Context: an optimization exercise on an open-source flow, tuned for a short achievable clock period and few clock cycles. The choices shown serve that exercise and are no tape-out recipe. Only simulation tests tie the RTL to the original design; equivalence was not proved. Power figures rest on the tool's default switching activity, not on a simulated workload.

File: flow/config.mk
export PLATFORM = sky130hd
export DESIGN_NAME = mini_mips_test_design
export DESIGN_NICKNAME = mini_mips_test_design
export VERILOG_FILES = /design/flow/design.v
export SDC_FILE = /design/flow/constraint.sdc
export NUM_CORES = 4
export LEC_CHECK = 0
export ABC_CLOCK_PERIOD_IN_PS = 2000
export CAP_MARGIN = 20
export CELL_PAD_IN_SITES_DETAIL_PLACEMENT = 1
export CELL_PAD_IN_SITES_GLOBAL_PLACEMENT = 1
export CORE_MARGIN = 2
export CORE_UTILIZATION = 33
export PLACE_DENSITY = 0.45
export SETUP_SLACK_MARGIN = 2.6
export SLEW_MARGIN = 20
File: flow/constraint.sdc
create_clock -name core_clock -period 5.0 [get_ports {clk}]
set_input_delay 1.0000 -clock core_clock [delete_from_list [all_inputs] [get_ports {clk}]]
set_output_delay 1.0000 -clock core_clock [all_outputs]
set_load 0.01 [all_outputs]
File: flow/design.v
`timescale 1ns/10ps
module flop(
    input wire clk,
    input wire reset,
    input wire [7:0] d,
    output reg [7:0] q
);
    always @(posedge clk ) begin
        if (reset)
            q <= 8'b0;
        else
            q <= d;
    end
endmodule
`timescale 1ns/10ps
module flop_en(
    input wire clk,
    input wire reset,
    input wire en,
    input wire [7:0] d,
    output reg [7:0] q
);
    always @(posedge clk) begin
        if (reset) begin
            q <= 8'b0;
        end else begin
            if (en) begin
                q <= d;
            end
        end
    end
endmodule
`timescale 1ns/10ps
module mux2 #(parameter DATA_WIDTH=8) (
    input wire [DATA_WIDTH-1:0] a,
    input wire [DATA_WIDTH-1:0] b,
    input wire sel,
    output reg [DATA_WIDTH-1:0] y
);
    always @(*) begin
        case (sel)
            1'b0: y <= a;
            1'b1: y <= b;
        endcase
    end
endmodule
`timescale 1ns/10ps
module mux3(
    input wire [7:0] a,
    input wire [7:0] b,
    input wire [7:0] c,
    input wire [1:0] sel,
    output reg [7:0] y
);
    always @(*) begin
        case (sel)
            2'b00: y <= a;
            2'b01: y <= b;
            2'b10: y <= c;
            default: y <= a;
        endcase
    end
endmodule
`timescale 1ns/10ps
module mux4(
    input wire [7:0] a,
    input wire [7:0] b,
    input wire [7:0] c,
    input wire [7:0] d,
    input wire [1:0] sel,
    output reg [7:0] y
);
    always @(*) begin
        case (sel)
            2'b00: y <= a;
            2'b01: y <= b;
            2'b10: y <= c;
            2'b11: y <= d;
        endcase
    end
endmodule
`timescale 1ns/10ps
module alu(
    input wire [7:0] a,
    input wire [7:0] b,
    input wire [2:0] alucont,        
    output reg [7:0] aluout,         
    output reg zero                  
);
    reg [7:0] b2;
    reg [7:0] sum;
    reg [7:0] slt;
    always @(*) begin
        b2 = alucont[2] ? ~b : b;
        sum = a + b2 + alucont[2];
        slt = (sum[7]) ? 8'b1 : 8'b0;
        case (alucont[1:0])
            2'b00: aluout = a & b;        
            2'b01: aluout = a | b;        
            2'b10: aluout = sum;          
            2'b11: aluout = slt;          
        endcase
        zero = (aluout == 8'b0);
    end
endmodule
`timescale 1ns/10ps
module alucontrol(
    input wire [1:0] aluop,
    input wire [5:0] funct,
    output reg [2:0] alucont
);
    always @(*) begin
        case (aluop)
            2'b00: alucont <= 3'b010;  
            2'b01: alucont <= 3'b110;  
            default: begin
                case (funct)
                    6'b100000: alucont <= 3'b010;  
                    6'b100010: alucont <= 3'b110;  
                    6'b100100: alucont <= 3'b000;  
                    6'b100101: alucont <= 3'b001;  
                    6'b101010: alucont <= 3'b111;  
                    default:   alucont <= 3'b010;  
                endcase
            end
        endcase
    end
endmodule
`timescale 1ns/10ps
module register_file(
    input wire clk,
    input wire reset,               
    input wire regwrite,            
    input wire [4:0] ra1,           
    input wire [4:0] ra2,           
    input wire [4:0] wa,            
    input wire [7:0] wd,            
    output reg [7:0] rd1,          
    output reg [7:0] rd2           
);
    reg [7:0] REGS [7:0];           
    always @ (*) begin
        rd1 = (ra1[2:0] == 3'b0) ? 8'b0 : REGS[ra1[2:0]];
        rd2 = (ra2[2:0] == 3'b0) ? 8'b0 : REGS[ra2[2:0]];
    end
    always @(posedge clk) begin
        if (reset) begin
            REGS[0] <= 8'b0;
            REGS[1] <= 8'b0;
            REGS[2] <= 8'b0;
            REGS[3] <= 8'b0;
            REGS[4] <= 8'b0;
            REGS[5] <= 8'b0;
            REGS[6] <= 8'b0;
            REGS[7] <= 8'b0;
        end else begin
            if (regwrite && wa[2:0] != 3'b0) begin
                REGS[wa[2:0]] <= wd;
            end
        end
    end
endmodule
`timescale 1ns/10ps
module controller(
    input clk, reset,
    input [5:0] op,
    input [5:0] funct,
    output reg alusrca, 
    output reg [1:0] alusrcb,
    output reg branch,
    output reg iord,
    output reg [3:0] irwrite,
    output reg memwrite,
    output reg memtoreg,
    output reg pcwrite,
    output reg [1:0] pcsource,
    output reg regwrite,
    output reg regdst,
    output wire [2:0] alucont
);
parameter FETCH1 = 4'b0001;       
parameter FETCH2 = 4'b0010;       
parameter FETCH3 = 4'b0011;       
parameter FETCH4 = 4'b0100;       
parameter DECODE = 4'b0101;       
parameter MEMADR = 4'b0110;       
parameter LBRD = 4'b0111;         
parameter LBWR = 4'b1000;         
parameter SBWR = 4'b1001;         
parameter RTYPEEX = 4'b1010;      
parameter RTYPEWR = 4'b1011;      
parameter BEQEX = 4'b1100;        
parameter JEX = 4'b1101;          
parameter LB = 6'b100000;         
parameter SB = 6'b101000;         
parameter RTYPE = 6'b000000;      
parameter BEQ = 6'b000010;        
parameter J = 6'b001000;          
reg [3:0] state, nextstate;
reg [1:0] aluop;
alucontrol alucontt(
    .aluop(aluop),
    .funct(funct),
    .alucont(alucont)
);
always @(posedge clk) begin
    if (reset) begin
        state <= FETCH1;
    end 
    else begin
        state <= nextstate;
    end
end
always @(*) begin
    nextstate = state;
    case (state)
        FETCH1: nextstate = FETCH2;
        FETCH2: nextstate = FETCH3;
        FETCH3: nextstate = FETCH4;
        FETCH4: nextstate = DECODE;
        DECODE: begin
            case (op)
                LB: nextstate = MEMADR;
                SB: nextstate = MEMADR;
                RTYPE: nextstate = RTYPEEX;
                BEQ: nextstate = BEQEX;
                J: nextstate = JEX;
                default: nextstate = FETCH1;  
            endcase
        end
        MEMADR: begin
            case (op)
                LB: nextstate = LBRD;
                SB: nextstate = SBWR;
                default: nextstate = FETCH1;  
            endcase
        end
        LBRD: nextstate = LBWR;
        LBWR: nextstate = FETCH1;
        SBWR: nextstate = FETCH1;
        RTYPEEX: nextstate = RTYPEWR;
        RTYPEWR: nextstate = FETCH1;
        BEQEX: nextstate = FETCH1;
        JEX: nextstate = FETCH1;
        default: nextstate = FETCH1;  
    endcase
end
always @(*) begin
    irwrite = 4'b0000;
    pcwrite = 1'b0;
    regwrite = 1'b0;
    regdst = 1'b0;
    memwrite = 1'b0;
    alusrca = 1'b0;
    alusrcb = 2'b00;
    aluop = 2'b00;
    pcsource = 2'b00;
    iord = 1'b0;
    memtoreg = 1'b0;
    branch = 1'b0;
    case (state)
        FETCH1: begin
            alusrca = 1'b0;
            iord = 1'b0;
            irwrite = 4'b0001;  
            alusrcb = 2'b01;
            aluop = 2'b00;
            pcwrite = 1'b1;
            pcsource = 2'b00;
        end
        FETCH2: begin
            alusrca = 1'b0;
            iord = 1'b0;
            irwrite = 4'b0010;  
            alusrcb = 2'b01;
            aluop = 2'b00;
            pcwrite = 1'b1;
            pcsource = 2'b00;
        end
        FETCH3: begin
            alusrca = 1'b0;
            iord = 1'b0;
            irwrite = 4'b0100;  
            alusrcb = 2'b01;
            aluop = 2'b00;
            pcwrite = 1'b1;
            pcsource = 2'b00;
        end
        FETCH4: begin
            alusrca = 1'b0;
            iord = 1'b0;
            irwrite = 4'b1000;  
            alusrcb = 2'b01;
            aluop = 2'b00;
            pcwrite = 1'b1;
            pcsource = 2'b00;
        end
        DECODE: begin
            alusrca = 1'b0;
            alusrcb = 2'b11;
            aluop = 2'b00;
        end
        MEMADR: begin
            alusrca = 1'b1;
            alusrcb = 2'b10;
            aluop = 2'b00;
        end
        LBRD: begin
            iord = 1'b1;
        end
        LBWR: begin
            regdst = 1'b0;
            regwrite = 1'b1;
            memtoreg = 1'b1;
        end
        SBWR: begin
            memwrite = 1'b1;
            iord = 1'b1;
        end
        RTYPEEX: begin
            alusrca = 1'b1;
            alusrcb = 2'b00;
            aluop = 2'b10;
        end
        RTYPEWR: begin
            regdst = 1'b1;
            regwrite = 1'b1;
            memtoreg = 1'b0;
        end
        BEQEX: begin
            alusrca = 1'b1;
            alusrcb = 2'b00;
            aluop = 2'b01;
            branch = 1'b1;
            pcsource = 2'b01;
        end
        JEX: begin
            pcwrite = 1'b1;
            pcsource = 2'b10;
        end
    endcase
end
endmodule
`timescale 1ns/10ps
module datapath_test_design(
    input wire clk,
    input wire reset,
    input wire pcen,
    input wire iord,
    input wire [3:0] irwrite,
    input wire regdst,
    input wire memtoreg,
    input wire regwrite,
    input wire alusrca,
    input wire [1:0] alusrcb,
    input wire [2:0] alucont,
    input wire [1:0] pcsource,
    input wire [7:0] memdata,
    output reg [5:0] op,
    output reg [5:0] funct,
    output wire zero,
    output wire [7:0] addr,
    output wire [7:0] wdata
);
    wire [7:0] pc, pcnext, data, a;
    wire [7:0] aluout, aluout_flop, aluin1, aluin2, wd, rd1, rd2;
    wire [4:0] wa;
    reg  [31:0] instr;
    wire [7:0] imm = instr[7:0];
    wire [7:0] immx4 = {instr[5:0], 2'b00};
    flop_en pc_flop(.clk(clk), .reset(reset), .en(pcen), .d(pcnext), .q(pc));
    mux2 mux2_pc(.a(pc), .b(aluout_flop), .sel(iord), .y(addr));
    always @(posedge clk) begin
        if (irwrite[0]) instr[7:0]   <= memdata;
        if (irwrite[1]) instr[15:8]  <= memdata;
        if (irwrite[2]) instr[23:16] <= memdata;
        if (irwrite[3]) instr[31:24] <= memdata;
    end
    flop memdata_flop(.clk(clk), .reset(reset), .d(memdata), .q(data));
    mux2 #(.DATA_WIDTH(5)) mux2_a3(
        .a(instr[20:16]), 
        .b(instr[15:11]), 
        .sel(regdst), 
        .y(wa)
    );
    mux2 mux2_w3(.a(aluout_flop), .b(data), .sel(memtoreg), .y(wd));
    register_file regfile(
        .clk(clk),
        .reset(reset),
        .regwrite(regwrite),
        .ra1(instr[25:21]),
        .ra2(instr[20:16]),
        .wa(wa),
        .wd(wd),
        .rd1(rd1),
        .rd2(rd2)
    );
    flop rdata1_flop(.clk(clk), .reset(reset), .d(rd1), .q(a));
    flop rdata2_flop(.clk(clk), .reset(reset), .d(rd2), .q(wdata));
    mux2 mux2_a(.a(pc), .b(a), .sel(alusrca), .y(aluin1));
    mux4 mux4_b(
        .a(wdata), 
        .b(8'b00000001), 
        .c(imm), 
        .d(immx4[7:0]), 
        .sel(alusrcb), 
        .y(aluin2)
    );
    alu alu(.alucont(alucont), .a(aluin1), .b(aluin2), .aluout(aluout), .zero(zero));
    flop aluout_ff(.clk(clk), .reset(reset), .d(aluout), .q(aluout_flop));
    mux3 mux3_pc(.a(aluout), .b(aluout_flop), .c(immx4), .sel(pcsource), .y(pcnext));
    always @(*) begin
        op    = instr[31:26];
        funct = instr[5:0];
    end
endmodule
module mini_mips_test_design(
    input clk,
    input reset,
    input [7:0] memdata,
    output memwrite,
    output [7:0] adr,
    output [7:0] writedata
);
    localparam IB = 5;               
    localparam NE = 1 << IB;         
    localparam TB = 6 - IB;          
    localparam E_R = 0, E_LB = 1, E_SB = 2, E_BEQ = 3, E_J = 4;
    localparam EW = 40;
    localparam S_ST = 0, S_B2 = 1, S_B1 = 2, S_B0 = 3, S_MEM = 4;
    localparam M_X = 0, M_DEC = 3, M_R = 4;
    reg  [4:0]    st;
    reg  [4:0]    mode;
    reg  [5:0]    pcw;           
    reg  [5:0]    pcw1;          
    reg  [EW-1:0] cur;           
    reg  [7:0]    opa, opb;      
    reg  [EW-1:0] nxt;           
    reg           nxt_hit;
    reg  [5:0]    nxt_pc, nxt_pc1;
    reg  [5:0]    la_q;          
    reg  [4:0]    mk;            
    reg  [7:0]    adr_q, wdata_q;
    reg           mw_q;
    reg           ldw;           
    reg  [7:1]    mem_dest;
    reg  [5:0]    pf;            
    reg  [5:0]    pf1;           
    reg  [3:0]    pf_st;         
    reg  [4:0]    pf_mk;
    reg  [7:1]    pf_rs, pf_rt;
    reg  [2:0]    pf_dest;
    reg  [2:0]    pf_alu;
    reg           pf_own;        
    assign adr = adr_q;
    assign writedata = wdata_q;
    assign memwrite = mw_q;
    wire       c_isR   = cur[0];
    wire       c_isLB  = cur[1];
    wire       c_isSB  = cur[2];
    wire       c_isBEQ = cur[3];
    wire       c_isJ   = cur[4];
    wire [7:1] c_rs    = cur[11:5];
    wire [7:1] c_rt    = cur[18:12];
    wire [2:0] c_destb = cur[21:19];     
    wire [2:0] c_alub  = cur[24:22];     
    wire [7:0] c_imm   = cur[32:25];
    wire [5:0] c_tgt   = cur[30:25];
    wire       c_ptk   = cur[33];        
    wire       c_mem   = c_isLB | c_isSB;
    wire [7:1] n_rs    = nxt[11:5];
    wire [7:1] n_rt    = nxt[18:12];
    function [7:1] dec_reg(input [2:0] r);
        integer j;
        for (j = 1; j < 8; j = j + 1) dec_reg[j] = (r == j);
    endfunction
    function [2:0] dec_funct(input [5:0] f);
        case (f)
            6'b100010: dec_funct = 3'd1;   
            6'b100100: dec_funct = 3'd2;   
            6'b100101: dec_funct = 3'd3;   
            6'b101010: dec_funct = 3'd4;   
            default:   dec_funct = 3'd0;   
        endcase
    endfunction
    function [7:0] ks_add(input [7:0] a, input [7:0] b, input cin);
        reg [7:0] p, g, gg, pp, gn, pn;
        integer d, j;
        begin
            p  = a ^ b;
            g  = a & b;
            gg = g;
            gg[0] = g[0] | (p[0] & cin);
            pp = p;
            for (d = 1; d < 8; d = d * 2) begin
                gn = gg;
                pn = pp;
                for (j = d; j < 8; j = j + 1) begin
                    gn[j] = gg[j] | (pp[j] & gg[j-d]);
                    pn[j] = pp[j] & pp[j-d];
                end
                gg = gn;
                pp = pn;
            end
            ks_add = p ^ {gg[6:0], cin};
        end
    endfunction
    reg [7:0] rf [1:7];
    function [7:0] rd_reg(input [7:1] sel);
        integer j;
        begin
            rd_reg = 8'd0;
            for (j = 1; j < 8; j = j + 1) rd_reg = rd_reg | (rf[j] & {8{sel[j]}});
        end
    endfunction
    reg [EW-1:0] cdata [0:NE-1];
    reg [NE-1:0] cvalid;
    reg [TB-1:0] ctag [0:NE-1];
    wire [5:0] pcw2 = pcw1 + 6'd1;
    wire [5:0] tgt1 = c_tgt + 6'd1;
    wire [5:0] addrA  = la_q;
    wire [5:0] addrA1 = addrA + 6'd1;
    reg  [EW-1:0] entA;
    reg           hitA;
    integer k;
    always @(*) begin
        entA = {EW{1'b0}};
        hitA = 1'b0;
        for (k = 0; k < NE; k = k + 1) begin
            entA = entA | (cdata[k] & {EW{addrA[IB-1:0] == k}});
            hitA = hitA | (cvalid[k] & (ctag[k] == addrA[5:IB]) & (addrA[IB-1:0] == k));
        end
    end
    wire [5:0] a_pn  = entA[39:34];
    wire pf_busy = cvalid[pf[IB-1:0]];    
    wire [7:0] sum  = ks_add(opa, opb, 1'b0);
    wire [7:0] diff = ks_add(opa, ~opb, 1'b1);
    wire [7:1] c_dest  = dec_reg(c_destb);
    wire [4:0] c_aluop = {c_alub == 3'd4, c_alub == 3'd3, c_alub == 3'd2, c_alub == 3'd1, c_alub == 3'd0};
    wire [7:0] alu  = ({8{c_aluop[0]}} & sum)
                    | ({8{c_aluop[1]}} & diff)
                    | ({8{c_aluop[2]}} & (opa & opb))
                    | ({8{c_aluop[3]}} & (opa | opb))
                    | ({8{c_aluop[4]}} & {7'd0, diff[7]});
    wire eq = (opa == opb);
    wire X   = st[S_ST] & mode[M_X];
    wire DEC = st[S_ST] & mode[M_DEC];                   
    wire RD  = st[S_ST] & mode[M_R];                     
    wire mis = c_isBEQ & ~c_ptk & eq;                    
    wire [5:0] op = memdata[7:2];
    wire op_R   = (op == 6'b000000);
    wire op_LB  = (op == 6'b100000);
    wire op_SB  = (op == 6'b101000);
    wire op_BEQ = (op == 6'b000010);
    wire op_J   = (op == 6'b001000);
    wire op_4   = op_R | op_LB | op_SB | op_BEQ;    
    wire [7:1] md_dest = dec_reg(memdata[5:3]);    
    wire [7:1] wr_alu  = ({7{X & c_isR}} & c_dest) | ({7{st[S_B1]}} & md_dest);
    wire       wr_mem  = ldw;
    wire [5:0] b0_bt  = pcw1 + memdata[5:0];
    wire [5:0] b0_bt1 = pcw2 + memdata[5:0];
    wire [5:0] b0_jt1 = memdata[5:0] + 6'd1;
    wire [7:0] b0_imm = mk[E_BEQ] ? {2'b00, b0_bt} :
                        mk[E_J]   ? {2'b00, memdata[5:0]} : memdata;
    wire       b0_ptk = mk[E_J] | (mk[E_BEQ] & (c_rs == c_rt));
    wire [5:0] b0_pn  = b0_ptk ? b0_imm[5:0] : pcw1;
    wire [EW-1:0] b0_ent = {b0_pn, b0_ptk, b0_imm, c_alub,
                            st[S_B1] ? memdata[5:3] : (c_destb & {3{mk[E_LB]}}), c_rt, c_rs, mk};
    wire b0_wr = (st[S_B0] & ~mk[E_R]) | st[S_B1];
    wire b0_take = mk[E_J] | (mk[E_BEQ] & eq);
    wire [5:0] pf2   = pf1 + 6'd1;
    wire [5:0] pf_bt = pf1 + memdata[5:0];
    wire [7:0] pf_imm = pf_mk[E_BEQ] ? {2'b00, pf_bt} :
                        pf_mk[E_J]   ? {2'b00, memdata[5:0]} : memdata;
    wire       pf_ptk = pf_mk[E_J] | (pf_mk[E_BEQ] & (pf_rs == pf_rt));
    wire [5:0] pf_pn  = pf_ptk ? pf_imm[5:0] : pf1;
    wire [EW-1:0] pf_ent = {pf_pn, pf_ptk, pf_imm, pf_alu,
                            pf_st[2] ? memdata[5:3] : (pf_dest & {3{pf_mk[E_LB]}}), pf_rt, pf_rs, pf_mk};
    wire pf_wr = pf_own & ((pf_st[3] & ~pf_mk[E_R]) | pf_st[2]);
    reg next_free, main_done;
    always @(*) begin
        next_free = 1'b0;
        main_done = 1'b0;
        if (X)              next_free = ~c_mem & ~mis & nxt_hit;
        else if (DEC)       main_done = ~(op_4 | op_J);
        else if (st[S_B0])  main_done = ~mk[E_R];
        else if (st[S_B1])  main_done = 1'b1;
        else if (st[S_MEM]) next_free = ~mode[M_DEC];
    end
    reg [5:0] pf_n, pf_n1;
    reg [3:0] pf_st_n;
    reg [4:0] pf_mk_n;
    reg [1:0] pf_b_n;
    always @(*) begin
        pf_n    = pf;
        pf_n1   = pf1;
        pf_st_n = pf_st;
        pf_mk_n = pf_mk;
        if (main_done) begin
            pf_n    = pcw1;
            pf_n1   = pcw2;
            pf_st_n = 4'b0001;
        end else if (pf_st[0] & pf_busy) begin
            pf_n    = pf1;
            pf_n1   = pf2;
        end else if (pf_own) begin
            if (pf_st[0]) begin
                pf_mk_n = {op_J, op_BEQ, op_SB, op_LB, op_R};
                pf_st_n = 4'b0010;
            end else if (pf_st[1]) begin
                pf_st_n = 4'b1000;
            end else if (pf_st[3] & pf_mk[E_R]) begin
                pf_st_n = 4'b0100;
            end else begin
                pf_n    = pf1;
                pf_n1   = pf2;
                pf_st_n = 4'b0001;
            end
        end
        pf_b_n = pf_st_n[0] ? 2'b11 : pf_st_n[1] ? 2'b10 : pf_st_n[2] ? 2'b01 : 2'b00;
    end
    always @(posedge clk) begin
        if (reset) begin
            pf     <= 6'd1;
            pf1    <= 6'd2;
            pf_st  <= 4'b0001;
            pf_own <= 1'b0;
        end else begin
            pf     <= pf_n;
            pf1    <= pf_n1;
            pf_st  <= pf_st_n;
            pf_mk  <= pf_mk_n;
            pf_own <= next_free;
            if (pf_own & pf_st[1]) begin
                pf_rs   <= dec_reg(memdata[7:5]);
                pf_rt   <= dec_reg(memdata[2:0]);
                pf_dest <= memdata[2:0];
            end
            if (pf_own & pf_st[3]) pf_alu <= dec_funct(memdata[5:0]);
        end
    end
    integer i;
    always @(posedge clk) begin
        for (i = 1; i < 8; i = i + 1) begin
            if (reset)
                rf[i] <= 8'd0;
            else if (wr_alu[i])          
                rf[i] <= alu;
            else if (wr_mem & mem_dest[i])
                rf[i] <= memdata;
        end
    end
    reg          wq_v;
    reg [5:0]    wq_pc;
    reg [EW-1:0] wq_ent;
    always @(posedge clk) begin
        wq_v   <= ~reset & (b0_wr | pf_wr);
        wq_pc  <= b0_wr ? pcw : pf;
        wq_ent <= b0_wr ? b0_ent : pf_ent;
    end
    always @(posedge clk) begin
        if (reset)
            cvalid <= {NE{1'b0}};
        else if (wq_v)
            cvalid[wq_pc[IB-1:0]] <= 1'b1;
    end
    always @(posedge clk) begin
        if (wq_v) begin
            ctag[wq_pc[IB-1:0]]  <= wq_pc[5:IB];
            cdata[wq_pc[IB-1:0]] <= wq_ent;
        end
    end
    wire fwd_a = c_isR & |(c_dest & n_rs);
    wire fwd_b = c_isR & |(c_dest & n_rt);
    wire [7:0] nxt_a = fwd_a ? alu : (ldw & |(mem_dest & n_rs)) ? memdata : rd_reg(n_rs);
    wire [7:0] nxt_b = fwd_b ? alu : (ldw & |(mem_dest & n_rt)) ? memdata : rd_reg(n_rt);
    wire ovl = nxt_hit & ~(c_isLB & |(c_dest & (n_rs | n_rt)));
    task seq_next(input set_adr);
        begin
            pcw     <= pcw1;
            pcw1    <= pcw2;
            cur[4:0] <= 5'd0;
            nxt     <= entA;
            nxt_hit <= hitA;
            nxt_pc  <= pcw1;
            nxt_pc1 <= pcw2;
            mode    <= hitA ? 5'b00001 : 5'b01000;   
            la_q    <= hitA ? a_pn : pcw2;
            if (set_adr) adr_q <= {pcw1, 2'b11};
        end
    endtask
    always @(posedge clk) begin
        if (reset) begin
            st     <= 5'b00001;
            mode   <= 5'b01000;              
            pcw    <= 6'd0;
            pcw1   <= 6'd1;
            la_q   <= 6'd1;
            adr_q  <= 8'h03;
            mw_q   <= 1'b0;
            ldw    <= 1'b0;
        end else begin
            mw_q <= 1'b0;
            ldw  <= 1'b0;
            if (X) begin
                if (c_mem) begin
                    adr_q    <= ks_add(opa, c_imm, 1'b0);
                    wdata_q  <= opb;
                    mw_q     <= c_isSB;
                    ldw      <= c_isLB;
                    mem_dest <= c_dest;
                    if (~ovl) st <= 5'b10000;
                end
                if (mis) begin
                    pcw  <= c_tgt;
                    pcw1 <= tgt1;
                    mode  <= 5'b10000;   
                    la_q  <= c_tgt;
                    adr_q <= {c_tgt, 2'b11};
                end else begin
                    pcw  <= nxt_pc;
                    pcw1 <= nxt_pc1;
                    if (nxt_hit) begin
                        cur     <= nxt;
                        opa     <= nxt_a;
                        opb     <= nxt_b;
                        nxt     <= entA;
                        nxt_hit <= hitA;
                        nxt_pc  <= addrA;
                        nxt_pc1 <= addrA1;
                        la_q    <= a_pn;
                    end else begin
                        mode <= 5'b01000;    
                        la_q <= nxt_pc1;
                        if (~c_mem) adr_q <= {nxt_pc, 2'b11};
                    end
                end
            end else if (RD) begin
                cur[4:0] <= 5'd0;
                    nxt     <= entA;
                nxt_hit <= hitA;
                nxt_pc  <= pcw;
                nxt_pc1 <= pcw1;
                la_q    <= hitA ? a_pn : pcw1;
                mode    <= hitA ? 5'b00001 : 5'b01000;   
            end else if (DEC) begin
                mk   <= {op_J, op_BEQ, op_SB, op_LB, op_R};
                if (op_J) begin
                    st    <= 5'b01000;
                    adr_q <= {pcw, 2'b00};
                end else if (op_4) begin
                    st    <= 5'b00010;
                    adr_q <= {pcw, 2'b10};
                end else begin
                    seq_next(1'b1);
                end
            end else if (st[S_B2]) begin
                cur[11:5]  <= dec_reg(memdata[7:5]);
                cur[18:12] <= dec_reg(memdata[2:0]);
                cur[21:19] <= memdata[2:0];
                opa   <= rd_reg(dec_reg(memdata[7:5]));
                opb   <= rd_reg(dec_reg(memdata[2:0]));
                st    <= 5'b01000;
                adr_q <= {pcw, 2'b00};
            end else if (st[S_B0] & mk[E_R]) begin
                cur[24:22] <= dec_funct(memdata[5:0]);
                st    <= 5'b00100;
                adr_q <= {pcw, 2'b01};
            end else if (st[S_B1]) begin
                st <= 5'b00001;
                seq_next(1'b1);
            end else if (st[S_B0]) begin
                if (mk[E_LB] | mk[E_SB]) begin
                    adr_q    <= ks_add(opa, memdata, 1'b0);
                    wdata_q  <= opb;
                    mw_q     <= mk[E_SB];
                    ldw      <= mk[E_LB];
                    mem_dest <= c_dest;
                    st       <= 5'b10000;
                    seq_next(1'b0);
                end else begin
                    st <= 5'b00001;
                    if (b0_take) begin
                        pcw  <= mk[E_J] ? memdata[5:0] : b0_bt;
                        pcw1 <= mk[E_J] ? b0_jt1 : b0_bt1;
                        la_q <= mk[E_J] ? memdata[5:0] : b0_bt;
                        mode  <= 5'b10000;   
                        adr_q <= {mk[E_J] ? memdata[5:0] : b0_bt, 2'b11};
                    end else begin
                        seq_next(1'b1);
                    end
                end
            end else if (st[S_MEM]) begin
                st <= 5'b00001;
                if (mode[M_DEC]) adr_q <= {pcw, 2'b11};
                if (mode[M_X] & ldw & |(mem_dest & c_rs)) opa <= memdata;
                if (mode[M_X] & ldw & |(mem_dest & c_rt)) opb <= memdata;
            end
            if (next_free) adr_q <= {pf_n, pf_b_n};
        end
    end
endmodule
File: flow/run.sh
#!/bin/bash
# synth_recipe.tcl (not shown) runs the flow's synth.tcl, then flattens the netlist and writes it again
# the make line also repeats each setting of config.mk as NAME=value (left out here)
make -C /OpenROAD-flow-scripts/flow DESIGN_CONFIG=/design/flow/config.mk WORK_HOME=/design/flow/orfs CLKGATE_MAP_FILE= SYNTH_SCRIPT=/design/flow/synth_recipe.tcl finish
==> impl_metrics.env, run 1 <==
export IMPL_synth_ff_type="edfxtp_1"
export IMPL_synth_distinct_cells=91
export IMPL_critical_path_depth=10
export IMPL_ff_latch_area_mm2=0.0465
export IMPL_ys_seq_area_share_pct=70.4
export IMPL_drive_gt1_share_pct=31.0
export IMPL_ys_seq_elements=1607
export IMPL_final_hold_viol_count=0
export IMPL_synth_warnings=2
export IMPL_cp_data_required_time_ns=5.69
export IMPL_hpwl_um=170000
export IMPL_holdPathStages=0
export IMPL_fp_dieH_um=451
export IMPL_first_global_vias=48300
export IMPL_cp_common_cell="ha_4"
export IMPL_skew_ns=0.0405
export IMPL_p_leak_nw=28.9
export IMPL_rows=163
export IMPL_total_power_mw=41.6
export IMPL_wl_per_cell_um=40.7
export IMPL_initial_core_util_pct=33.3
export IMPL_muxShareOfSynthArea_pct=2.24
export IMPL_fin_crit_sh_pct=60.5
export IMPL_crit_path_cell_trace="ha_4 -> and3_4 -> ha_4 -> buf_12 -> a222oi_1 -> nand4b_1 -> or4_4 -> mux2_4 -> a221oi_2 -> a311oi_1"
export IMPL_grt_max_degree=64
export IMPL_synth_area_mm2=0.0659
export IMPL_syn_to_final_growth_pct=30.8
export IMPL_fin_crit_ns=3.02
export IMPL_clkTransAtPathRegs_ns=0.06
export IMPL_fin_nets=5294
export IMPL_criticalPathCategory="reg -> reg"
export IMPL_start_kind="flip-flop"
export IMPL_drc=0
export IMPL_r2r_slack_ns=1.98
export IMPL_worst_slew_pin_slew_ns=1.22
export IMPL_insertion_delay_ns=0.86
export IMPL_hold_path_class="reg -> reg"
export IMPL_critPathSlowestCell="or4_4"
export IMPL_grt_total_usage_pct=31.4
export IMPL_synthesis_instances=4596
export IMPL_vias_per_cell=6.09
export IMPL_worst_path_buf_inv=1
export IMPL_dieArea_mm2=0.203
export IMPL_gp_congestion=0.845
export IMPL_critPathTopFamily="simple AND/OR/NAND/NOR gates"
export IMPL_cp_arrival_ns=3.72
export IMPL_critical_path_startpoint="la_q[1]"
export IMPL_synth_fa_ha_area_share_pct=1.45
export IMPL_synthSimpleGateAreaFrac_pct=7.82
export IMPL_cts_tree="built"
export IMPL_clock_sinks=1607
export IMPL_end_kind="flip-flop"
export IMPL_slew_violations=0
export IMPL_syn_nets=4678
export IMPL_dr_first_iter_drc_count=6331
export IMPL_coreArea_mm2=0.198
export IMPL_cts_htree_levels=4
export IMPL_setup_viol=0
export IMPL_synth_edf_count=1420
export IMPL_io_pins=27
export IMPL_max_vdd_ir_drop_uv=377
export IMPL_root_buffer="clkbuf_16"
export IMPL_crit_path_end="la_q[1]"
export IMPL_synth_xor_area_share_pct=1.28
export IMPL_max_cap_violations=0
export IMPL_grt_overflow_total=0
export IMPL_fillCellCount=19500
export IMPL_clock_path_buffers=3
export IMPL_setup_tns_final_ns=0
export IMPL_setup_ws_ns=1.98
export IMPL_reg2regPathDepth=10
export IMPL_crit_path_max_incr_delay_ns=0.63
export IMPL_cts_buffers=182
export IMPL_synth_top_family_by_area="compound AO/OA/AOI/OAI gates"
export IMPL_dp_slack_ns=0.669
export IMPL_post_dp_cell_area_mm2=0.0708
export IMPL_antenna_found_initial=19
export IMPL_design_area_mm2=0.0862
export IMPL_power_density_mw_per_mm2=483
export IMPL_multi_input_area_mm2=0.0213
export IMPL_max_freq_mhz=331
export IMPL_synth_compound_area_share_pct=14.4
export IMPL_cp_max_fo=8
export IMPL_wl_um=326000
export IMPL_die_x_um=451
export IMPL_maxSlewHeadroom_pct=18.4
export IMPL_r2r_start="la_q[1]"
export IMPL_grt_pass1_wl_um=437000
export IMPL_rsz0062_at_grt="true"
export IMPL_final_antenna_net_count=0
export IMPL_async_reset_ff_share_pct=0
export IMPL_synth_avg_cell_area_um2=14.3
export IMPL_drt_pre_antenna_iters=6
export IMPL_reg2reg_to="la_q[1]"
export IMPL_via_count=48800
export IMPL_status="finished clean"
export IMPL_place_port_buffers=26
==> cell usage after synthesis (all sizes together), types with 15 or more instances <==
cell type	count	share of area, %
edfxtp	1420	65
a22oi	381	4.3
nand2	271	1.5
clkbuf	260	1.5
nor2	256	1.5
dfxtp	187	5.7
a21oi	178	1.4
nand4	119	1.1
a221oi	110	1.5
a22o	105	1.4
a211oi	103	1.2
o21ai	103	0.78
a222oi	97	1.5
nand3	83	0.63
xnor2	69	0.92
buf	65	0.56
ha	65	1.2
inv	64	0.36
and3	59	0.58
mux2	58	0.99
mux2i	55	0.84
nor3	52	0.40
a31oi	36	0.34
or3	35	0.33
nor2b	29	0.30
xor2	27	0.36
o22ai	25	0.24
nand2b	23	0.22
a21o	16	0.18
and2	15	0.15
==> cell families after synthesis <==
kind of cell / Yosys count
mux: 125
flops: 1607
simple gates: 1029
buf+inv: 390
xor+xnor: 96
compound gates: 1277
fa+ha+maj: 72
==> through the flow <==
stage          hold slack, ns  utilization, %  cells
6_report                0.418            43.6   8009
5_1_grt                 0.424            43.6   8005
4_1_cts                 0.414            42.6   7917
3_5_place_dp            0.405            35.8   7133
3_3_place_gp            0.400            35.7   7131
2_1_floorplan           0.400               -   4596
==> report_power, final <==
part           internal (mW)  switching [mW]  total, mW
Combinational           4.51            7.02       11.5
Clock                   7.74            5.82       13.6
Sequential              15.5           0.958       16.5
Total                   27.8            13.8       41.6
==> state kept, by name (all words and copies together), names as in the netlist, 7 cells and up <==
signal    count
cvalid       32
rf           56
pf_rs         7
c_imm         8
b0_ent       14
pf_rt         7
wdata_q       8
ctag         32
cdata      1248
nxt          33
wq_ent       39
mem_dest      7
adr_q         8
opa           8
opb           8
==> cell usage in the layout (no fill, tap or decap), drive strengths merged, types with 27 or more instances in the layout <==
cell       n
edfxtp  1420
buf      727
a22oi    381
nand2    271
nor2     256
clkbuf   254
dfxtp    187
a21oi    178
nand4    119
a221oi   110
a22o     105
a211oi   103
o21ai    103
a222oi    97
nand3     83
clkinv    72
xnor2     69
and3      67
ha        65
inv       64
mux2      58
mux2i     55
nor3      52
a31oi     36
or3       35
nor2b     30
xor2      27
==> routing by layer <==
layer  vias to the layer above  part of all wire, %  GRT usage [%]
met2                      2062                   48           52.3
met1                     26300                   41           41.4
met4                         8                  4.6           11.8
met5                         -                0.015              0
li1                      19900                    -              -
met3                       539                  6.5           4.55
==> worst min path at each step <==
stage               end    start
4_1_cts        c_imm[7]  nxt[32]
6_report       c_imm[3]  nxt[28]
2_1_floorplan  c_imm[0]  nxt[25]
3_3_place_gp   c_imm[7]  nxt[32]
3_5_place_dp   c_imm[7]  nxt[32]
5_1_grt        c_imm[3]  nxt[28]
==> area by class of cell <==
class                   instances  share of cell area (%)
multi-input cells            2614                    24.8
repair buffers                742                    10.2
clock buffers                 249                    5.89
diodes                          4                  0.0116
well taps                    2640                    3.83
clock inverters                88                    1.06
flip-flops and latches       1607                    53.9
inverters                      65                   0.308
==> what timing repair did <==
| action | in CTS | in global routing |
|---|---|---|
| setup buffers | 404 | 82 |
| pin swaps | 259 | 173 |
| cloned | 43 | 5 |
| hold buffers | 0 | 0 |
| endpoints found under the setup margin | 1516 | 610 |
| gates resized for setup | 764 | 246 |
Testbench counts, summed over its fixed seeds: cycles 24,133.
==> inputs of run 2 (changes only) <==
--- a/flow/config.mk
+++ b/flow/config.mk
@@ -9,7 +9,7 @@
 export CAP_MARGIN = 20
-export CELL_PAD_IN_SITES_DETAIL_PLACEMENT = 1
-export CELL_PAD_IN_SITES_GLOBAL_PLACEMENT = 1
+export CELL_PAD_IN_SITES_DETAIL_PLACEMENT = 2
+export CELL_PAD_IN_SITES_GLOBAL_PLACEMENT = 2
 export CORE_MARGIN = 2
-export CORE_UTILIZATION = 33
-export PLACE_DENSITY = 0.45
+export CORE_UTILIZATION = 30
+export PLACE_DENSITY = 0.4
 export SETUP_SLACK_MARGIN = 2.6
==> run 2 against run 1 <==
Wire length up 6.7%. Sequential power hardly changed. Final cell count increased by 2.7%. Largest power group unchanged. Core utilization down 4.3 points. Synthesized area stayed put. Global-route usage shrank 1.0 points. Critical endpoint unchanged. Die area grew 9.9%. Total power down 0.29%.
==> impl_metrics.env, run 2 <==
export IMPL_status="finished clean"
export IMPL_worst_slew_pin_slew_ns=1.12
export IMPL_synth_area_mm2=0.0659
export IMPL_setup_viol=0
export IMPL_clkTransAtPathRegs_ns=0.05
export IMPL_via_count=48400
export IMPL_io_pins=27
export IMPL_grt_overflow_total=0
export IMPL_final_cell_mix="1420 x edfxtp_1, 417 x buf_4, 369 x a22oi_1"
export IMPL_synth_warnings=2
export IMPL_fin_crit_ns=3.03
export IMPL_place_port_buffers=26
export IMPL_wl_per_cell_um=42.3
export IMPL_ys_seq_elements=1607
export IMPL_clock_path_buffers=3
export IMPL_vias_per_cell=5.88
export IMPL_die_x_um=473
export IMPL_fin_crit_sh_pct=60.7
export IMPL_dr_first_iter_drc_count=5249
export IMPL_fp_dieH_um=473
export IMPL_drive_gt1_share_pct=30.7
export IMPL_yosys_area_top_type="edfxtp_1"
export IMPL_hold_path_class="reg -> reg"
export IMPL_async_reset_ff_share_pct=0
export IMPL_final_antenna_net_count=0
export IMPL_fin_nets=5271
export IMPL_synth_top_area_share_pct=64.7
export IMPL_cts_htree_levels=4
export IMPL_start_kind="flip-flop"
export IMPL_clock_sinks=1607
export IMPL_skew_ns=0.0767
export IMPL_dieArea_mm2=0.223
export IMPL_cts_buffers=189
export IMPL_coreArea_mm2=0.219
export IMPL_maxSlewHeadroom_pct=25.2
export IMPL_ys_seq_area_share_pct=70.4
export IMPL_cts_tree="built"
export IMPL_gp_congestion=0.806
export IMPL_initial_core_util_pct=30.1
export IMPL_grt_total_usage_pct=30.4
export IMPL_synthesis_instances=4596
export IMPL_synthTopCellsByArea="edfxtp_1 65%, dfxtp_1 5.7%, a22oi_1 4.3%"
export IMPL_drt_pre_antenna_iters=9
export IMPL_cp_max_fo=7
export IMPL_rows=172
export IMPL_synth_avg_cell_area_um2=14.3
export IMPL_insertion_delay_ns=0.86
export IMPL_grt_max_degree=76
export IMPL_p_leak_nw=28.6
export IMPL_hold_slack_ns=0.430
export IMPL_synth_ff_type="edfxtp_1"
export IMPL_criticalPathCategory="reg -> reg"
export IMPL_syn_nets=4678
export IMPL_power_density_mw_per_mm2=482
export IMPL_slew_violations=0
export IMPL_hpwl_um=187000
export IMPL_syn_to_final_growth_pct=30.5
export IMPL_final_hold_viol_count=0
export IMPL_yosysMostFrequentCell="edfxtp_1"
export IMPL_end_kind="flip-flop"
export IMPL_cp_arrival_ns=3.68
export IMPL_synthTopCellsByCount="1420 x edfxtp_1, 381 x a22oi_1, 271 x nand2_1, 260 x clkbuf_1, 256 x nor2_1"
export IMPL_max_freq_mhz=330
export IMPL_rsz0062_at_grt="true"
export IMPL_setup_tns_final_ns=0
export IMPL_cp_data_required_time_ns=5.64
export IMPL_drc=0
export IMPL_max_cap_violations=0
export IMPL_largest_reg_flops=1248
export IMPL_antenna_found_initial=23
export IMPL_first_global_vias=49600
export IMPL_root_buffer="clkbuf_16"
export IMPL_synth_distinct_cells=91
export IMPL_grt_pass1_wl_um=461000
export IMPL_wl_um=348000
export IMPL_layout_commonest_cell="edfxtp_1"
export IMPL_max_vdd_ir_drop_uv=326
export IMPL_synth_edf_count=1420
==> run 2: cell counts after synthesis <==
Identical to the previous run, type by type.
==> run 2: cell type report <==
| class | count | area [um^2] |
|---|---|---|
| antenna | 5 | 12.5 |
| timing repair buffer | 715 | 8060 |
| tap | 2871 | 3590 |
| clock buffer | 268 | 5290 |
| sequential | 1607 | 46500 |
| fill | 21400 | 133000 |
| clock inverter | 87 | 793 |
| multi-input combinational | 2611 | 21400 |
| inverter | 65 | 274 |
==> run 2: kinds of logic after synthesis <==
kind of cell / Yosys count / synth area share (%)
buffers and inverters: 390 / 2.41
AND/OR/NAND/NOR: 1029 / 7.82
XOR/XNOR: 96 / 1.28
adder cells (fa/ha/maj): 72 / 1.45
flip-flops: 1607 / 70.4
AO/OA/AOI/OAI: 1277 / 14.4
multiplexers: 125 / 2.24
==> run 2: path summary, 6_finish.rpt <==
| path | from | end | slack [ns] | cells after the start |
|---|---|---|---|---|
| max | la_q[2] | la_q[1] | 1.97 | 10 |
| min reg2reg | nxt[31] | c_imm[6] | 0.43 | 0 |
| max reg2reg | la_q[2] | la_q[1] | 1.97 | 10 |
| min | nxt[31] | c_imm[6] | 0.43 | 0 |
==> run 2: metrics by stage <==
| step | area, um^2 | utilization, % | power [mW] | cells | worst slack [ns] |
|---|---|---|---|---|---|
| after global routing | 86000 | 39.2 | 42.6 | 8226 | 1.93 |
| final | 86000 | 39.2 | 41.5 | 8229 | 1.97 |
| after detailed placement | 71200 | 32.5 | 24.9 | 7380 | 0.601 |
| after CTS | 83800 | 38.2 | 40.9 | 8130 | 1.99 |
| after floorplan | 66400 | - | 20.3 | 4596 | 1.24 |
| after global placement | 71200 | 32.5 | 24.8 | 7380 | 0.605 |
==> run 2: metal layers <==
metal | track usage, % | vias up | routed length, um
met1 | 41.2 | 26700 | 152000
met3 | 3.20 | 431 | 16000
met2 | 51.5 | 1444 | 169000
met5 | 0 | - | 36
li1 | - | 19800 | -
met4 | 8.20 | 6 | 10600
==> run 2: power breakdown <==
part           internal, mW  total, mW  switching (mW)
clock network          7.71       13.8            6.06
logic                  4.13       11.2            7.03
registers              15.5       16.5            1.01
total                  27.4       41.5            14.1
==> run 2: worst max-delay path, stage by stage (launching register included) <==
cell	delay, ns
dfxtp_4	0.39
buf_16	0.16
and3_4	0.19
ha_4	0.21
buf_12	0.16
a222oi_1	0.38
nand4b_1	0.15
or4_4	0.55
mux2_4	0.29
a221oi_2	0.26
a311oi_2	0.13
==> run 2: repair_timing <==
item                                    in CTS  in global routing
hold buffers                                 0                  0
endpoints found under the setup margin    1447                315
resized for setup                          698                252
endpoints found under the hold margin        0                  0
gates cloned                                30                  9
pin swaps                                  235                202
setup buffers                              365                 85
==> inputs of run 3 (changes only) <==
--- a/flow/design.v
+++ b/flow/design.v
@@ -508,3 +508,4 @@
     reg [7:0] rf [1:7];
-    function [7:0] rd_reg(input [7:1] sel);
+    wire [63:8] rfv = {rf[7], rf[6], rf[5], rf[4], rf[3], rf[2], rf[1]};
+    function [7:0] rd_reg(input [7:1] sel, input [63:8] regs);
         integer j;
@@ -512,3 +513,3 @@
             rd_reg = 8'd0;
-            for (j = 1; j < 8; j = j + 1) rd_reg = rd_reg | (rf[j] & {8{sel[j]}});
+            for (j = 1; j < 8; j = j + 1) rd_reg = rd_reg | (regs[8*j +: 8] & {8{sel[j]}});
         end
@@ -674,4 +675,4 @@
     wire fwd_b = c_isR & |(c_dest & n_rt);
-    wire [7:0] nxt_a = fwd_a ? alu : (ldw & |(mem_dest & n_rs)) ? memdata : rd_reg(n_rs);
-    wire [7:0] nxt_b = fwd_b ? alu : (ldw & |(mem_dest & n_rt)) ? memdata : rd_reg(n_rt);
+    wire [7:0] nxt_a = fwd_a ? alu : (ldw & |(mem_dest & n_rs)) ? memdata : rd_reg(n_rs, rfv);
+    wire [7:0] nxt_b = fwd_b ? alu : (ldw & |(mem_dest & n_rt)) ? memdata : rd_reg(n_rt, rfv);
     wire ovl = nxt_hit & ~(c_isLB & |(c_dest & (n_rs | n_rt)));
@@ -760,4 +761,4 @@
                 cur[21:19] <= memdata[2:0];
-                opa   <= rd_reg(dec_reg(memdata[7:5]));
-                opb   <= rd_reg(dec_reg(memdata[2:0]));
+                opa   <= rd_reg(dec_reg(memdata[7:5]), rfv);
+                opb   <= rd_reg(dec_reg(memdata[2:0]), rfv);
                 st    <= 5'b01000;
==> run 3 against run 2 <==
Via count did not move. Non-clock buffer count did not move. Wire length did not move. Design area did not move. Combinational power barely moved. Maximum frequency did not move.
==> impl_metrics.env, run 3 <==
export IMPL_top_layer="met5"
export IMPL_fillCellCount=21400
export IMPL_synthTopCellsByArea="edfxtp_1 65%, dfxtp_1 5.7%, a22oi_1 4.3%"
export IMPL_antenna_found_initial=23
export IMPL_pwr_share_seq_pct=39.9
export IMPL_final_hold_viol_count=0
export IMPL_ys_seq_elements=1607
export IMPL_fin_crit_ns=3.03
export IMPL_hold_slack_ns=0.430
export IMPL_maxSlewHeadroom_pct=25.2
export IMPL_cts_tree="built"
export IMPL_synth_top_area_share_pct=64.7
export IMPL_grt_total_usage_pct=30.4
export IMPL_wl_met1_um=152000
export IMPL_synth_warnings=2
export IMPL_clkTransAtPathRegs_ns=0.05
export IMPL_place_port_buffers=26
export IMPL_criticalPathCategory="reg -> reg"
export IMPL_setup_tns_final_ns=0
export IMPL_ctsHoldBuffers=0
export IMPL_clock_sinks=1607
export IMPL_drive_gt1_share_pct=30.7
export IMPL_synth_avg_cell_area_um2=14.3
export IMPL_synth_area_mm2=0.0659
export IMPL_wl_per_cell_um=42.3
export IMPL_design_area_mm2=0.0860
export IMPL_worst_slew_pin_slew_ns=1.12
export IMPL_clock_path_buffers=3
export IMPL_rsz0062_at_grt="true"
export IMPL_dr_first_iter_drc_count=5249
export IMPL_synthesis_instances=4596
export IMPL_cts_htree_levels=4
export IMPL_rows=172
export IMPL_drc=0
export IMPL_p_comb_share_pct=26.9
export IMPL_yosys_area_top_type="edfxtp_1"
export IMPL_cp_arrival_ns=3.68
export IMPL_yosysMostFrequentCell="edfxtp_1"
export IMPL_coreArea_mm2=0.219
export IMPL_async_reset_ff_share_pct=0
export IMPL_insertion_delay_ns=0.86
export IMPL_p_sw_share_pct=34.0
export IMPL_root_buffer="clkbuf_16"
export IMPL_cp_max_fo=7
export IMPL_dieArea_mm2=0.223
export IMPL_max_freq_mhz=330
export IMPL_initial_core_util_pct=30.1
export IMPL_power_density_mw_per_mm2=482
export IMPL_syn_nets=4678
export IMPL_layout_commonest_cell="edfxtp_1"
export IMPL_route_met3_wl_um=16000
export IMPL_fin_crit_sh_pct=60.7
export IMPL_via_count=48400
export IMPL_net_switching_power_mw=14.1
export IMPL_hpwl_um=187000
export IMPL_start_kind="flip-flop"
export IMPL_wl_met2_um=169000
export IMPL_synth_ff_type="edfxtp_1"
export IMPL_die_x_um=473
export IMPL_largest_reg_flops=1248
export IMPL_final_cell_mix="1420 x edfxtp_1, 417 x buf_4, 369 x a22oi_1"
export IMPL_fp_dieH_um=473
export IMPL_hold_path_class="reg -> reg"
export IMPL_final_antenna_net_count=0
export IMPL_end_kind="flip-flop"
export IMPL_max_vdd_ir_drop_uv=326
export IMPL_skew_ns=0.0767
export IMPL_grt_pass1_wl_um=461000
export IMPL_pwr_share_clk_pct=33.2
export IMPL_setup_viol=0
export IMPL_ys_seq_area_share_pct=70.4
export IMPL_grt_overflow_total=0
export IMPL_synth_distinct_cells=91
export IMPL_syn_to_final_growth_pct=30.5
export IMPL_synth_edf_count=1420
export IMPL_first_global_vias=49600
export IMPL_post_dp_cell_area_mm2=0.0712
export IMPL_gp_congestion=0.806
export IMPL_fin_nets=5271
export IMPL_cp_data_required_time_ns=5.64
export IMPL_status="finished clean"
export IMPL_drt_pre_antenna_iters=9
export IMPL_slew_violations=0
export IMPL_max_cap_violations=0
export IMPL_p_int_mw=27.4
export IMPL_vias_per_cell=5.88
export IMPL_io_pins=27
export IMPL_grt_max_degree=76
export IMPL_reg2regPathDepth=10
export IMPL_wl_um=348000
export IMPL_holdPathStages=0
export IMPL_synthTopCellsByCount="1420 x edfxtp_1, 381 x a22oi_1, 271 x nand2_1, 260 x clkbuf_1, 256 x nor2_1"
export IMPL_p_leak_nw=28.6
export IMPL_cts_buffers=189
-- run 3: cell counts after synthesis --
Identical to the previous run, type by type.
-- run 3: layout make-up --
class,count,area (um^2),share of cell area (%)
Antenna cell,5,12.5,0.0146
Timing Repair Buffer,715,8060,9.37
Tap cell,2871,3590,4.18
Clock inverter,87,793,0.923
Inverter,65,274,0.319
Multi-Input combinational cell,2611,21400,24.9
Sequential cell,1607,46500,54.1
Clock buffer,268,5290,6.15
-- run 3: what timing repair did --
action,4_1_cts,5_1_grt
setup buffers,365,85
setup endpoints to repair,1447,315
cloned,30,9
pin swaps,235,202
resized for setup,698,252
hold endpoints to repair,0,0
-- run 3: critical path: stages (launching register included) --
cell and delay (ns):
dfxtp_4 0.39, buf_16 0.16, and3_4 0.19, ha_4 0.21
buf_12 0.16, a222oi_1 0.38, nand4b_1 0.15, or4_4 0.55
mux2_4 0.29, a221oi_2 0.26, a311oi_2 0.13
-- run 3: cell families (layout without fill, tap and decap cells) --
logic type | after synthesis | after routing | synth area share [%]
AOI/OAI and AO/OA | 1277 | 1277 | 14.4
xor gates and xnor gates | 96 | 96 | 1.28
adders and majority gates | 72 | 72 | 1.45
buffers and inverters | 390 | 1135 | 2.41
DFF | 1607 | 1607 | 70.4
muxes | 125 | 125 | 2.24
other | 0 | 5 | 0
and+or+nand+nor | 1029 | 1041 | 7.82
-- run 3: routing by layer --
metal / up-vias / track usage (%)
li1: 19800 / -
met1: 26700 / 41.2
met2: 1444 / 51.5
met3: 431 / 3.20
met4: 6 / 8.20
met5: - / 0
-- run 3: path summary, 6_finish.rpt --
| kind | start | to | slack [ns] |
|---|---|---|---|
| max | la_q[2] | la_q[1] | 1.97 |
| min | nxt[31] | c_imm[6] | 0.43 |
| max reg2reg | la_q[2] | la_q[1] | 1.97 |
| min reg2reg | nxt[31] | c_imm[6] | 0.43 |
-- run 3: metrics by stage --
| step | worst slack, ns | power (mW) | instances | utilization, % |
|---|---|---|---|---|
| 2_1_floorplan | 1.24 | 20.3 | 4596 | - |
| 3_3_place_gp | 0.605 | 24.8 | 7380 | 32.5 |
| 3_5_place_dp | 0.601 | 24.9 | 7380 | 32.5 |
| 4_1_cts | 1.99 | 40.9 | 8130 | 38.2 |
| 5_1_grt | 1.93 | 42.6 | 8226 | 39.2 |
| 6_report | 1.97 | 41.5 | 8229 | 39.2 |
-- run 3: power by group through the flow --
stage / registers [mW] / clock network, mW / logic, mW
finish: 16.5 / 13.8 / 11.2
global placement: 16.9 / 0 / 7.91
global route: 16.6 / 14.5 / 11.5
CTS: 16.5 / 14.0 / 10.4
detailed placement: 16.9 / 0 / 7.92
floorplan: 16.2 / 0 / 4.08
Testbench counts of run 3, summed over its fixed seeds: cycles 24,133.
==> inputs of run 4 (changes only) <==
--- a/flow/design.v
+++ b/flow/design.v
@@ -441,2 +441,3 @@
     reg  [5:0]    la_q;          
+    reg  [NE-1:0] la_oh;         
     reg  [4:0]    mk;            
@@ -508,4 +509,3 @@
     reg [7:0] rf [1:7];
-    wire [63:8] rfv = {rf[7], rf[6], rf[5], rf[4], rf[3], rf[2], rf[1]};
-    function [7:0] rd_reg(input [7:1] sel, input [63:8] regs);
+    function [7:0] rd_reg(input [7:1] sel);
         integer j;
@@ -513,3 +513,3 @@
             rd_reg = 8'd0;
-            for (j = 1; j < 8; j = j + 1) rd_reg = rd_reg | (regs[8*j +: 8] & {8{sel[j]}});
+            for (j = 1; j < 8; j = j + 1) rd_reg = rd_reg | (rf[j] & {8{sel[j]}});
         end
@@ -530,6 +530,10 @@
         for (k = 0; k < NE; k = k + 1) begin
-            entA = entA | (cdata[k] & {EW{addrA[IB-1:0] == k}});
-            hitA = hitA | (cvalid[k] & (ctag[k] == addrA[5:IB]) & (addrA[IB-1:0] == k));
+            entA = entA | (cdata[k] & {EW{la_oh[k]}});
+            hitA = hitA | (cvalid[k] & (ctag[k] == addrA[5:IB]) & la_oh[k]);
         end
     end
+    function [NE-1:0] dec_idx(input [IB-1:0] a);
+        integer j;
+        for (j = 0; j < NE; j = j + 1) dec_idx[j] = (a == j);
+    endfunction
     wire [5:0] a_pn  = entA[39:34];
@@ -675,5 +679,11 @@
     wire fwd_b = c_isR & |(c_dest & n_rt);
-    wire [7:0] nxt_a = fwd_a ? alu : (ldw & |(mem_dest & n_rs)) ? memdata : rd_reg(n_rs, rfv);
-    wire [7:0] nxt_b = fwd_b ? alu : (ldw & |(mem_dest & n_rt)) ? memdata : rd_reg(n_rt, rfv);
+    wire [7:0] nxt_a = fwd_a ? alu : (ldw & |(mem_dest & n_rs)) ? memdata : rd_reg(n_rs);
+    wire [7:0] nxt_b = fwd_b ? alu : (ldw & |(mem_dest & n_rt)) ? memdata : rd_reg(n_rt);
     wire ovl = nxt_hit & ~(c_isLB & |(c_dest & (n_rs | n_rt)));
+    task set_la(input [5:0] v);
+        begin
+            la_q  <= v;
+            la_oh <= dec_idx(v[IB-1:0]);
+        end
+    endtask
     task seq_next(input set_adr);
@@ -688,3 +698,3 @@
             mode    <= hitA ? 5'b00001 : 5'b01000;   
-            la_q    <= hitA ? a_pn : pcw2;
+            set_la(hitA ? a_pn : pcw2);
             if (set_adr) adr_q <= {pcw1, 2'b11};
@@ -698,3 +708,3 @@
             pcw1   <= 6'd1;
-            la_q   <= 6'd1;
+            set_la(6'd1);
             adr_q  <= 8'h03;
@@ -718,3 +728,3 @@
                     mode  <= 5'b10000;   
-                    la_q  <= c_tgt;
+                    set_la(c_tgt);
                     adr_q <= {c_tgt, 2'b11};
@@ -731,6 +741,6 @@
                         nxt_pc1 <= addrA1;
-                        la_q    <= a_pn;
+                        set_la(a_pn);
                     end else begin
                         mode <= 5'b01000;    
-                        la_q <= nxt_pc1;
+                        set_la(nxt_pc1);
                         if (~c_mem) adr_q <= {nxt_pc, 2'b11};
@@ -744,3 +754,3 @@
                 nxt_pc1 <= pcw1;
-                la_q    <= hitA ? a_pn : pcw1;
+                set_la(hitA ? a_pn : pcw1);
                 mode    <= hitA ? 5'b00001 : 5'b01000;   
@@ -761,4 +771,4 @@
                 cur[21:19] <= memdata[2:0];
-                opa   <= rd_reg(dec_reg(memdata[7:5]), rfv);
-                opb   <= rd_reg(dec_reg(memdata[2:0]), rfv);
+                opa   <= rd_reg(dec_reg(memdata[7:5]));
+                opb   <= rd_reg(dec_reg(memdata[2:0]));
                 st    <= 5'b01000;
@@ -786,3 +796,3 @@
                         pcw1 <= mk[E_J] ? b0_jt1 : b0_bt1;
-                        la_q <= mk[E_J] ? memdata[5:0] : b0_bt;
+                        set_la(mk[E_J] ? memdata[5:0] : b0_bt);
                         mode  <= 5'b10000;   
--- a/flow/config.mk
+++ b/flow/config.mk
@@ -9,7 +9,7 @@
 export CAP_MARGIN = 20
-export CELL_PAD_IN_SITES_DETAIL_PLACEMENT = 2
-export CELL_PAD_IN_SITES_GLOBAL_PLACEMENT = 2
+export CELL_PAD_IN_SITES_DETAIL_PLACEMENT = 1
+export CELL_PAD_IN_SITES_GLOBAL_PLACEMENT = 1
 export CORE_MARGIN = 2
-export CORE_UTILIZATION = 30
-export PLACE_DENSITY = 0.4
+export CORE_UTILIZATION = 33
+export PLACE_DENSITY = 0.45
 export SETUP_SLACK_MARGIN = 2.6
==> run 4 against run 3 <==
Still clean. Sequential power up 12%. Sequential cell count up 32. Via count up 3.9%. Global-route usage about the same. Design area up 0.24%. Critical path type unchanged. Critical endpoint is now nxt[28]. Largest power group unchanged.
==> impl_metrics.env, run 4 <==
export IMPL_p_leak_nw=28.7
export IMPL_clkTransAtPathRegs_ns=0.06
export IMPL_power_density_mw_per_mm2=557
export IMPL_rsz0062_at_grt="true"
export IMPL_total_power_mw=48.0
export IMPL_grt_pass1_wl_um=438000
export IMPL_max_vdd_ir_drop_uv=370
export IMPL_worst_slew_pin_slew_ns=1.20
export IMPL_setup_viol=0
export IMPL_synth_top_area_share_pct=63.1
export IMPL_final_cell_mix="1420 x edfxtp_1, 556 x a22oi_1, 344 x buf_4"
export IMPL_synth_avg_cell_area_um2=13.8
export IMPL_critPathSlowestCell="edfxtp_1"
export IMPL_max_freq_mhz=324
export IMPL_hpwl_um=181000
export IMPL_syn_to_final_growth_pct=27.5
export IMPL_synthTopCellsByArea="edfxtp_1 63%, dfxtp_1 6.5%, a22oi_1 6.2%"
export IMPL_placed_cells_incl_taps=7493
export IMPL_coreArea_mm2=0.204
export IMPL_final_cells=8245
export IMPL_cts_buffers=187
export IMPL_maxSlewHeadroom_pct=20.1
export IMPL_cts_htree_levels=4
export IMPL_cp_max_fo=9
export IMPL_antenna_found_initial=24
export IMPL_cp_common_cell="buf_6"
export IMPL_first_global_vias=49400
export IMPL_largest_reg_flops=1248
export IMPL_drive_gt1_share_pct=27.6
export IMPL_final_antenna_net_count=0
export IMPL_final_hold_viol_count=0
export IMPL_synthTopCellsByCount="1420 x edfxtp_1, 562 x a22oi_1, 374 x nand2_1, 287 x clkbuf_1, 280 x nor2_1"
export IMPL_critPathTopFamily="buffers and inverters"
export IMPL_synthesis_instances=4897
export IMPL_start_kind="flip-flop"
export IMPL_synth_warnings=2
export IMPL_rows=166
export IMPL_layout_commonest_cell="edfxtp_1"
export IMPL_max_cap_violations=0
export IMPL_root_buffer="clkbuf_16"
export IMPL_crit_path_cell_trace="inv_2 -> ha_4 -> nor4_4 -> buf_6 -> a31oi_4 -> nor4b_4 -> buf_6 -> buf_4 -> a21oi_4 -> and2_4 -> a21boi_4 -> buf_12 -> bufbuf_16"
export IMPL_place_port_buffers=26
export IMPL_dr_first_iter_drc_count=5959
export IMPL_via_count=50300
export IMPL_syn_nets=4975
export IMPL_fin_crit_ns=3.09
export IMPL_yosys_area_top_type="edfxtp_1"
export IMPL_vias_per_cell=6.10
export IMPL_slew_violations=0
export IMPL_skew_ns=0.0542
export IMPL_wl_um=325000
export IMPL_crit_path_max_incr_delay_ns=0.42
export IMPL_cp_data_required_time_ns=5.59
export IMPL_initial_core_util_pct=33.1
export IMPL_grt_max_degree=71
export IMPL_synth_edf_count=1420
export IMPL_hold_path_class="reg -> reg"
export IMPL_setup_tns_final_ns=0
export IMPL_end_kind="flip-flop"
export IMPL_wl_per_cell_um=39.4
export IMPL_ctsHoldBuffers=0
export IMPL_grt_total_usage_pct=30.4
export IMPL_worst_path_buf_inv=6
export IMPL_status="finished clean"
export IMPL_synth_distinct_cells=92
export IMPL_drc=0
export IMPL_fin_crit_sh_pct=61.7
export IMPL_insertion_delay_ns=0.87
export IMPL_fin_nets=5470
export IMPL_cp_arrival_ns=3.67
export IMPL_dieArea_mm2=0.208
export IMPL_grt_overflow_total=0
export IMPL_ys_seq_area_share_pct=69.6
export IMPL_async_reset_ff_share_pct=0
export IMPL_yosysMostFrequentCell="edfxtp_1"
export IMPL_ys_seq_elements=1639
export IMPL_drt_pre_antenna_iters=6
export IMPL_criticalPathCategory="reg -> reg"
export IMPL_fp_dieH_um=457
export IMPL_gp_congestion=0.858
export IMPL_die_x_um=457
export IMPL_synth_area_mm2=0.0676
export IMPL_clock_path_buffers=3
export IMPL_io_pins=27
export IMPL_clock_sinks=1639
export IMPL_synth_ff_type="edfxtp_1"
export IMPL_cts_tree="built"
run 4: cell count changes after synthesis, moves of 23 or more:
cell	delta
clkbuf_1	+27
nand2_1	+103
nor2_1	+24
o21ai_1	+27
dfxtp_1	+32
or4_1	+23
mux2_2	-28
xor2_1	+28
a22oi_1	+181
xnor2_1	-30
nand3_1	+56
a22o_1	-37
a222oi_1	-74
run 4: final timing paths:
check	endpoint	cells past startpoint	start	slack (ns)
min	c_imm[4]	0	nxt[29]	0.42
max reg2reg	nxt[28]	13	opa[0]	1.91
min reg2reg	c_imm[4]	0	nxt[29]	0.42
max	nxt[28]	13	opa[0]	1.91
run 4: where the power goes:
group	total (mW)	switching [mW]	internal [mW]
logic	15.8	10.2	5.63
registers	18.4	2.18	16.3
clock network	13.7	6.01	7.72
total	48.0	18.4	29.6
run 4: layout make-up:
cell class                 count  area, um^2
tap                         2688        3360
clock buffer                 250        5020
sequential                  1639       47200
inverter                      68         270
fill                       20500      118000
antenna                        6        15.0
timing repair buffer         633        7080
clock inverter                98         998
multi-input combinational   2863       22200
run 4: cells by family after synthesis:
logic type               after synthesis  synth area share, %
adder cells (fa/ha/maj)               68                 1.34
AND/OR/NAND/NOR                     1193                 8.57
AO/OA/AOI/OAI                       1399                 15.0
flip-flops                          1639                 69.6
multiplexers                         109                 2.00
buffers and inverters                395                 2.25
XOR/XNOR                              94                 1.22
run 4: timing repair:
item	4_1_cts	5_1_grt
gates resized for setup	751	261
cloned	13	7
setup endpoints to repair	1579	492
buffers inserted	309	69
pin swaps	189	153
run 4: layer usage:
layer | up-vias | routed length [um] | part of all wire [%] | track usage (%)
li1 | 20600 | - | - | -
met1 | 27200 | 143000 | 44 | 42.6
met2 | 2008 | 153000 | 47 | 49.4
met3 | 463 | 19500 | 6.0 | 4.07
met4 | 2 | 9930 | 3.1 | 8.29
met5 | - | 13 | 0.0040 | 0
run 4: metrics by stage:
stage | instance area, um^2 | utilization (%) | setup WS (ns) | hold WS, ns
after global placement | 72200 | 35.4 | 1.00 | 0.409
after floorplan | 67800 | - | 1.78 | 0.400
after global routing | 86200 | 42.2 | 1.87 | 0.428
final | 86200 | 42.2 | 1.91 | 0.420
after CTS | 84300 | 41.3 | 2.08 | 0.423
after detailed placement | 72200 | 35.4 | 0.919 | 0.410
Testbench counts of run 4, summed over its fixed seeds: cycles 24,133.

port drivers added, routing unchanged:
The flow's constraints put no driver on any port. The routed layouts listed below were extracted and timed again, unchanged, in two steps. Step 1: set_driving_cell puts a clkbuf_16 on clk and a buf_2 on each other input, an assumption about the parent block. Step 2, shift: input delay + t, output delay - t, t = (earliest + latest rising clock arrival at the registers) / 2. This alone moves slack from input paths to output paths. Slacks: ideal / step 1 / step 2; pairs: ideal / step 1.
run | t, ns | setup WS [ns] | worst setup path at the end | cell pins on the clock port's net
run 1 | 0.916 | 1.976 / 1.976 / 1.441 | input to register | 1
run 2 | 0.911 | 1.965 / 1.965 / 1.399 | input to register | 1
run 3 | 0.911 | 1.965 / 1.965 / 1.399 | input to register | 1
run 4 | 0.923 | 1.914 / 1.914 / 1.219 | input to register | 1
After both steps every run listed still meets setup and hold. For run 4, which loses most, drivers alone change the setup slack by 0.000 ns; drivers and shift together by -0.695 ns.
